Background: an optimization exercise with open tools, aiming at small area. Do not read the settings as production practice. Where RTL was checked, it was by simulation tests only, not by an equivalence proof against the original. The clock input has no modelled driver; a real chip could not lean on it and would need a root buffer or a full tree. Power is estimated from default activity; no workload was simulated.

==> inputs of 05-14 <==
==> flow/design.v <==
`timescale 1ns / 1ps
module clk_divider #(parameter clk_count = 5) (clk_in, reset, clk_out, fall_tick);
input clk_in;
input reset;
output reg clk_out;
output fall_tick;
reg [2:0] counter;
always @(posedge clk_in) begin
    if (reset) begin
        counter <= 3'd0;
        clk_out <= 1'b0;
    end else if (counter[2]) begin
        counter <= 3'd0;
        clk_out <= ~clk_out;
    end else begin
        counter <= counter + 3'd1;
    end
end
assign fall_tick = counter[2] & clk_out;
endmodule
`timescale 1ns / 1ps
module SPI_trans_piso (clk_in, reset, tick, clkout, error, so, cs, shift_done, clk, state, i);
input clk_in, reset, tick, clkout, error;
output so, cs, shift_done;
output reg clk;
output [1:0] state;
output reg [5:0] i;
reg [1:0] st;
reg xf;           
wire [8:0] N;     
reg z;            
localparam IDLE = 2'd0, WAIT = 2'd1, SHIFT_DATA = 2'd2, SHIFT_DONE = 2'd3;
assign state = st;
wire idle = (st == IDLE);
wire wait_s = (st == WAIT);
wire sd = (st == SHIFT_DATA);
assign shift_done = idle & xf;
assign cs = ~(sd & (i != 6'd0));
reg nb;
always @(*)
    case (i[2:0])
        3'd0: nb = i[5] ? N[0] : N[8];
        3'd1: nb = N[7];
        3'd2: nb = N[6];
        3'd3: nb = N[5];
        3'd4: nb = N[4];
        3'd5: nb = N[3];
        3'd6: nb = N[2];
        default: nb = N[1];
    endcase
assign so = sd & (i[5] | (i[4] & i[3])) & nb;
always @(posedge clk_in) begin
    if (reset) clk <= 1'b0;
    else clk <= ~cs & clkout;
end
always @(posedge clk_in) begin
    if (reset) begin
        st <= IDLE;
        xf <= 1'b0;
        i <= 6'd0;
    end else if (tick) begin
        xf <= st[0];
        case (st)
            IDLE: st <= WAIT;
            WAIT: if (xf) st <= SHIFT_DATA;
            SHIFT_DATA: begin
                if (i[5]) begin
                    i <= 6'd0;
                    st <= SHIFT_DONE;
                end else i <= i + 6'd1;
            end
            SHIFT_DONE: st <= IDLE;
        endcase
    end
end
always @(posedge clk_in) begin
    if (reset) z <= 1'b1;
    else if (tick)
        case (st)
            IDLE: z <= xf & ~error & (z | ~N[8]);
            WAIT: z <= error;
            default: z <= z | error;
        endcase
    else if (wait_s & ~xf) z <= z & N[0];
end
wire rot = ~tick & wait_s & ~xf;
wire clr = tick & ((idle & (error | z | N[8])) | (wait_s & ~xf & error));
sel_reg #(.W(9)) n_reg (.clk_in(clk_in), .ld(rot), .hd(~rot & ~clr), .d({N[0] ^ z, N[8:1]}), .q(N));
endmodule
`timescale 1ns / 1ps
module SIPO (clk_in, clk, reset, latch_r, si, trans_done, po, shift_done_r, state_r, error_r, j);
input clk_in, clk, reset, latch_r, si, trans_done;
output [31:0] po;
output reg shift_done_r;
output reg [2:0] state_r;
output reg error_r;
output reg [5:0] j;
localparam IDLE_r = 3'd0, WAIT_CS_r = 3'd1, SHIFT_DATA_r = 3'd2, SHIFT_DONE_r = 3'd3, ERROR_r = 3'd4;
reg [1:0] ped_sr;
wire [31:0] p_o;
reg [2:0] next_state_r;
wire edge_det = ped_sr[1] & ~ped_sr[0];
wire j_mid = ~j[5] & (j[4:0] != 5'd0) & (j[4:0] != 5'd31);    
always @(posedge clk_in) begin
    ped_sr[0] <= clk;
    ped_sr[1] <= ped_sr[0];
end
always @(*) begin
    case (state_r)
        IDLE_r: next_state_r = WAIT_CS_r;
        WAIT_CS_r: next_state_r = latch_r ? WAIT_CS_r : SHIFT_DATA_r;
        SHIFT_DATA_r:
            if (trans_done & latch_r) next_state_r = SHIFT_DONE_r;
            else if (j_mid & latch_r) next_state_r = ERROR_r;
            else if (trans_done) next_state_r = ERROR_r;
            else next_state_r = SHIFT_DATA_r;
        SHIFT_DONE_r:
            if (shift_done_r & latch_r) next_state_r = IDLE_r;
            else if (j_mid & latch_r) next_state_r = ERROR_r;
            else next_state_r = SHIFT_DONE_r;
        ERROR_r: next_state_r = latch_r ? IDLE_r : ERROR_r;
        default: next_state_r = IDLE_r;
    endcase
end
always @(posedge clk_in) begin
    if (reset) begin
        state_r <= IDLE_r;
        j <= 6'd0;
        error_r <= 1'b0;
        shift_done_r <= 1'b0;
    end else begin
        state_r <= next_state_r;
        case (state_r)
            IDLE_r: begin
                j <= 6'd0;
                error_r <= 1'b0;
                shift_done_r <= 1'b0;
            end
            SHIFT_DATA_r: if (~j[5] & ~latch_r & edge_det) j <= j + 6'd1;
            SHIFT_DONE_r: shift_done_r <= 1'b1;
            ERROR_r: error_r <= 1'b1;
            default: ;
        endcase
    end
end
wire sh = (state_r == SHIFT_DATA_r) & ~j[5] & ~latch_r & edge_det;
wire idle = (state_r == IDLE_r);
sel_reg #(.W(32)) p_o_reg (.clk_in(clk_in), .ld(sh & ~idle), .hd(~sh & ~idle), .d({p_o[30:0], si}), .q(p_o));
sel_reg #(.W(32)) po_reg (.clk_in(clk_in), .ld(shift_done_r & ~reset), .hd(~shift_done_r & ~reset), .d(p_o), .q(po));
endmodule
module sel_reg #(parameter W = 32) (clk_in, ld, hd, d, q);
input clk_in, ld, hd;
input [W-1:0] d;
output reg [W-1:0] q;
always @(posedge clk_in)
    q <= (d & {W{ld}}) | (q & {W{hd}});
endmodule
`timescale 1ns / 1ps
module SPI #(parameter spi_count = 32, parameter clk_count = 5, parameter pi_count = 256) (clk_in, reset, s_d_tx, cs_tx, clk_tx, s_d_rx, cs_rx, clk_rx, rx_data, debug_rx_state, debug_error, debug_rx_done, debug_rx_counter, debug_tx_done, debug_tx_state, debug_tx_counter, debug_divided_clk);
input reset, clk_in;
output s_d_tx, cs_tx, clk_tx;
input s_d_rx, cs_rx, clk_rx;
output [spi_count-1:0] rx_data;
output [2:0] debug_rx_state;
output [2:0] debug_tx_state;
output debug_error;
output debug_rx_done;
output debug_tx_done;
output [spi_count-1:0] debug_rx_counter;
output [spi_count-1:0] debug_tx_counter;
output debug_divided_clk;
wire clkout, tick, error, tx_done;
wire [1:0] tx_state;
wire [5:0] i, j;
assign debug_tx_state = {1'b0, tx_state};
assign debug_tx_counter = {26'd0, i};
assign debug_rx_counter = {26'd0, j};
assign debug_divided_clk = clkout;
assign debug_error = error;
assign debug_tx_done = tx_done;
clk_divider clk_divider_inst (.clk_in(clk_in), .reset(reset), .clk_out(clkout), .fall_tick(tick));
SPI_trans_piso SPI_trans_piso (.clk_in(clk_in), .reset(reset), .tick(tick), .clkout(clkout), .error(error),
    .so(s_d_tx), .cs(cs_tx), .shift_done(tx_done), .clk(clk_tx), .state(tx_state), .i(i));
SIPO SIPO (.clk_in(clk_in), .clk(clk_rx), .reset(reset), .latch_r(cs_rx), .si(s_d_rx), .trans_done(tx_done),
    .po(rx_data), .shift_done_r(debug_rx_done), .state_r(debug_rx_state), .error_r(error), .j(j));
endmodule
==> flow/flow/run.sh <==
#!/bin/bash
# The standard layout (standard.sh), with these changes:
#  - synthesis: the same script (synth_recipe.tcl), but ABC maps the logic with
#    an area-oriented script (flow/abc_area.script) and Yosys's half/full adder
#    extraction is skipped, so ABC maps adders together with the other logic.
#    Registers are untouched: they are mapped before ABC runs.
#  - one shared tie cell for the constant-0 outputs (no per-load tie cloning),
#  - port buffers use the smallest buffer, sky130_fd_sc_hd__buf_1,
#  - clock tree: a root clock buffer and a few leaf clock buffers, one per
#    group of nearby registers (flow/cts_hook.tcl, flow/mytree.tcl), in place
#    of TritonCTS.
set -euo pipefail
W=$(pwd)
cat > my_synth.tcl <<EOT
proc abc {args} {
  set i [lsearch -exact \$args -script]
  if {\$i >= 0} { set args [lreplace \$args [expr {\$i+1}] [expr {\$i+1}] $W/flow/abc_area.script] }
  yosys abc {*}\$args
}
proc extract_fa {args} { }
source $W/synth_recipe.tcl
EOT
sed "s|SYNTH_SCRIPT=[^ ]*|SYNTH_SCRIPT=$W/my_synth.tcl|" standard.sh > my_standard.sh
export SKIP_REPAIR_TIE_FANOUT=1
export BUFFER_PORTS_ARGS="-buffer_cell sky130_fd_sc_hd__buf_1"
export PRE_CTS_TCL=$W/flow/cts_hook.tcl
export MY_CTS_LEAVES=5
export CTS_ARGS="-sink_clustering_enable -repair_clock_nets -dont_use_dummy_load -root_buf sky130_fd_sc_hd__clkbuf_8 -buf_list sky130_fd_sc_hd__clkbuf_4"
bash my_standard.sh > standard.log 2>&1
==> flow/flow/abc_area.script <==
&get -n
&st
&dch
&nf -R 1000
&put
mfs3 -ae
==> flow/flow/cts_hook.tcl <==
# Replaces TritonCTS: the clock port drives one root clock buffer, which
# drives MY_CTS_LEAVES leaf clock buffers, each driving the clock pins of one
# group of nearby registers (k-means on their placed positions).
source [file join [file dirname [info script]] mytree.tcl]
proc clock_tree_synthesis {args} {
  my_clock_tree $::env(MY_CTS_LEAVES) sky130_fd_sc_hd__clkbuf_8 sky130_fd_sc_hd__clkbuf_8
  set_propagated_clock [all_clocks]
}
==> flow/flow/mytree.tcl <==
# Clock tree: the clock port drives NB sky130_fd_sc_hd__clkbuf_8 buffers,
# each driving the clock pins of one group of registers (split by position).
proc my_clock_tree {nb cell rootcell} {
  set db [ord::get_db]
  set block [ord::get_db_block]
  set clk_net [$block findNet clk_in]
  set master [$db findMaster $cell]
  set sinks {}
  set its [$clk_net getITerms]
  foreach it $its {
    set inst [$it getInst]
    set loc [$inst getLocation]
    lappend sinks [list [lindex $loc 0] [lindex $loc 1] $it]
  }
  set n [llength $sinks]
  # root buffer at the centre of the registers, driven by the clock port
  set sx 0; set sy 0
  foreach s $sinks { incr sx [lindex $s 0]; incr sy [lindex $s 1] }
  set root [odb::dbInst_create $block [$db findMaster $rootcell] "clkbuf_my_root"]
  $root setLocation [expr {$sx / $n}] [expr {$sy / $n}]
  $root setPlacementStatus PLACED
  set root_net [odb::dbNet_create $block "clknet_my_root"]
  $root_net setSigType CLOCK
  [$root findITerm A] connect $clk_net
  [$root findITerm X] connect $root_net
  # k-means on the register positions (seeded by y-bands)
  set sinks [lsort -integer -index 1 $sinks]
  set cent {}
  for {set g 0} {$g < $nb} {incr g} {
    set s [lindex $sinks [expr {(2 * $g + 1) * $n / (2 * $nb)}]]
    lappend cent [list [lindex $s 0] [lindex $s 1]]
  }
  for {set iter 0} {$iter < 30} {incr iter} {
    set groups {}
    for {set g 0} {$g < $nb} {incr g} { lappend groups {} }
    foreach s $sinks {
      set best 0; set bd -1
      for {set g 0} {$g < $nb} {incr g} {
        set c [lindex $cent $g]
        set d [expr {abs([lindex $s 0] - [lindex $c 0]) + abs([lindex $s 1] - [lindex $c 1])}]
        if {$bd < 0 || $d < $bd} { set bd $d; set best $g }
      }
      lset groups $best [concat [lindex $groups $best] [list $s]]
    }
    set cent {}
    foreach grp $groups {
      set sx 0; set sy 0
      foreach s $grp { incr sx [lindex $s 0]; incr sy [lindex $s 1] }
      set m [expr {max(1, [llength $grp])}]
      lappend cent [list [expr {$sx / $m}] [expr {$sy / $m}]]
    }
  }
  for {set g 0} {$g < $nb} {incr g} {
    set grp [lindex $groups $g]
    if {[llength $grp] == 0} continue
    set cx [lindex $cent $g 0]; set cy [lindex $cent $g 1]
    set buf [odb::dbInst_create $block $master "clkbuf_my_$g"]
    $buf setLocation $cx $cy
    $buf setPlacementStatus PLACED
    set net [odb::dbNet_create $block "clknet_my_$g"]
    $net setSigType CLOCK
    foreach s $grp { set it [lindex $s 2]; $it disconnect; $it connect $net }
    [$buf findITerm A] connect $root_net
    [$buf findITerm X] connect $net
    puts "clock group $g: [llength $grp] sinks, buffer at $cx $cy"
  }
}
==> flow/standard.sh <==
#!/bin/bash
# synth_recipe.tcl (not shown) runs the flow's synth.tcl, then flattens the netlist and writes it again
# the make line also repeats each setting of config.mk as NAME=value (left out here)
make -C /OpenROAD-flow-scripts/flow DESIGN_CONFIG=/design/flow/config.mk WORK_HOME=/design/flow/orfs CLKGATE_MAP_FILE= SYNTH_SCRIPT=/design/flow/synth_recipe.tcl "${@:-finish}"
==> flow/config.mk <==
export PLATFORM = sky130hd
export DESIGN_NAME = SPI
export DESIGN_NICKNAME = SPI
export VERILOG_FILES = /design/flow/design.v
export SDC_FILE = /design/flow/constraint.sdc
export NUM_CORES = 4
export LEC_CHECK = 0
export CAP_MARGIN = 20
export CORE_MARGIN = 2
export CORE_UTILIZATION = 65
export PLACE_DENSITY = 0.85
export SLEW_MARGIN = 20
==> flow/constraint.sdc <==
create_clock -name core_clock -period 8.0 [get_ports {clk_in}]
set_input_delay 1.6000 -clock core_clock [delete_from_list [all_inputs] [get_ports {clk_in}]]
set_output_delay 1.6000 -clock core_clock [all_outputs]
set_load 0.01 [all_outputs]
==> inputs of 11-24, as changes to 05-14 <==
==> flow/design.v, changed modules only <==
module SPI_trans_piso (clk_in, reset, tick, clkout, error, so, cs, shift_done, clk, state, i);
input clk_in, reset, tick, clkout, error;
output so, cs, shift_done;
output reg clk;
output [1:0] state;
output reg [5:0] i;
reg [1:0] st;
reg xf;           
wire [8:0] N;     
reg z;            
reg cy;           
localparam IDLE = 2'd0, WAIT = 2'd1, SHIFT_DATA = 2'd2, SHIFT_DONE = 2'd3;
assign state = st;
wire idle = (st == IDLE);
wire wait_s = (st == WAIT);
wire sd = (st == SHIFT_DATA);
assign shift_done = idle & xf;
assign cs = ~(sd & (i != 6'd0));
wire [3:0] k = i[5] ? 4'd0 : (4'd8 - {1'b0, i[2:0]});
assign so = sd & (i[5] | (i[4] & i[3])) & N[k];
always @(posedge clk_in) begin
    if (reset) clk <= 1'b0;
    else clk <= ~cs & clkout;
end
always @(posedge clk_in) begin
    if (reset) begin
        st <= IDLE;
        xf <= 1'b0;
        i <= 6'd0;
    end else if (tick) begin
        xf <= st[0];
        case (st)
            IDLE: st <= WAIT;
            WAIT: if (xf) st <= SHIFT_DATA;
            SHIFT_DATA: begin
                if (i[5]) begin
                    i <= 6'd0;
                    st <= SHIFT_DONE;
                end else i <= i + 6'd1;
            end
            SHIFT_DONE: st <= IDLE;
        endcase
    end
end
always @(posedge clk_in) begin
    if (reset) z <= 1'b1;
    else if (tick) z <= ~idle & (error | (z & st[1]));
end
always @(posedge clk_in)
    cy <= idle ? (xf & ~error & (z | ~N[8])) : (cy & N[0]);
wire rot = ~tick & wait_s & ~xf;
wire clr = tick & ((idle & (error | z | N[8])) | (wait_s & ~xf & error));
sel_reg #(.W(9)) n_reg (.clk_in(clk_in), .ld(rot), .hd(~rot & ~clr), .d({N[0] ^ cy, N[8:1]}), .q(N));
endmodule
==> flow/flow/run.sh (replaced) <==
#!/bin/bash
export SKIP_REPAIR_TIE_FANOUT=1
export BUFFER_PORTS_ARGS="-buffer_cell sky130_fd_sc_hd__buf_1"
export CTS_ARGS="-sink_clustering_enable -repair_clock_nets -dont_use_dummy_load -buf_list {sky130_fd_sc_hd__clkbuf_4 sky130_fd_sc_hd__clkbuf_8}"
bash standard.sh > standard.log 2>&1
- CORE_UTILIZATION: 65 -> 40
- PLACE_DENSITY: 0.85 -> 0.6
- SYNTH_HIERARCHICAL: unset -> 1
removed: flow/flow/abc_area.script
removed: flow/flow/cts_hook.tcl
removed: flow/flow/mytree.tcl
==> key figures <==
Run status
  • Outcome: no timing/DRC/antenna violations

Logic synthesis
  • Syn avg cell area: 10.4 µm²
  • Sequential area share after synthesis: 53.9%
  • Register bit total from synthesis: 101

Clock tree
  • Worst-path clk slew: 110 ps
  • Clock latency on the worst-skew pair: 340 ps

GRT
  • Met1 usage: 27.6%
  • Global Route met2 Usage: 32.7%
  • Vias in the first global route: 2,371

Place
  • Dpl ws: 4660 ps
  • Detailed Place HPWL: 4.53 mm

Floorplan
  • Full die area: 6390 µm²
  • Core Area: 5540 µm²

Finish
  • Area of the multi-input gates: 1330 µm²
  • Share of cells above drive strength 1: 3.44%
  • Non-filler instance count after layout: 450

Timing
  • Max-slew headroom: 32.1%

Routing
  • Metal2 WL: 3.02 mm
  • Vias/cell: 5.86

Setup path
  • Reg2Reg Depth: 5

Power and ir drop
  • Clock Power Share: 26.3%
The numbers above come from 05-14.

==> key figures <==
Run status
  • Outcome: no timing/DRC/antenna violations

Logic synthesis
  • Register bit total from synthesis: 102
  • Sequential area share after synthesis: 47.9%

Clock tree
  • Clock latency on the worst-skew pair: 370 ps

Power and ir drop
  • Clock Power Share: 28.3%
  • Maximum VDD drop: 0.0939 mV

Finish
  • Share of cells above drive strength 1: 7.00%
  • Area of the multi-input gates: 1600 µm²
  • Non-filler instance count after layout: 536

GRT
  • Vias in the first global route: 2,522
  • Global Route met2 Usage: 18.9%
  • Met1 usage: 19.2%

Place
  • Dpl ws: 4470 ps

Routing
  • Metal2 WL: 3.32 mm
  • Vias/cell: 5.18
The numbers above come from 11-24.

Only the layout flow was run in 11-24; the RTL was not checked for function there. In 05-14 the design's own scripts or RTL, not TritonCTS, make the clock network.

-- re-timing with driven ports --
Ports are ideal in the flow. The routed layouts listed here were re-timed in OpenROAD. Step 1 (the two cells are an assumption about what drives the block):
set clk [get_ports {clk_in}]
set_driving_cell -lib_cell sky130_fd_sc_hd__clkbuf_16 $clk
set_driving_cell -lib_cell sky130_fd_sc_hd__buf_2 [delete_from_list [all_inputs] $clk]
Step 2 adds t to the input delays and takes it off the output delays; t is the mean of the earliest and latest rising clock arrival at the registers after step 1. Input paths then give back, and output paths get back, about the clock's delay inside the block. Three values: ideal, step 1, step 2; two values: the first two.
run | t (ns) | setup WS [ns] | latest minus earliest clock arrival (ns)
05-14 | 0.365 | 4.598 / 4.567 / 4.647 | 0.014 / 0.014
11-24 | 0.372 | 4.109 / 4.082 / 4.455 | 0.043 / 0.043
After both steps every run listed still meets setup and hold.
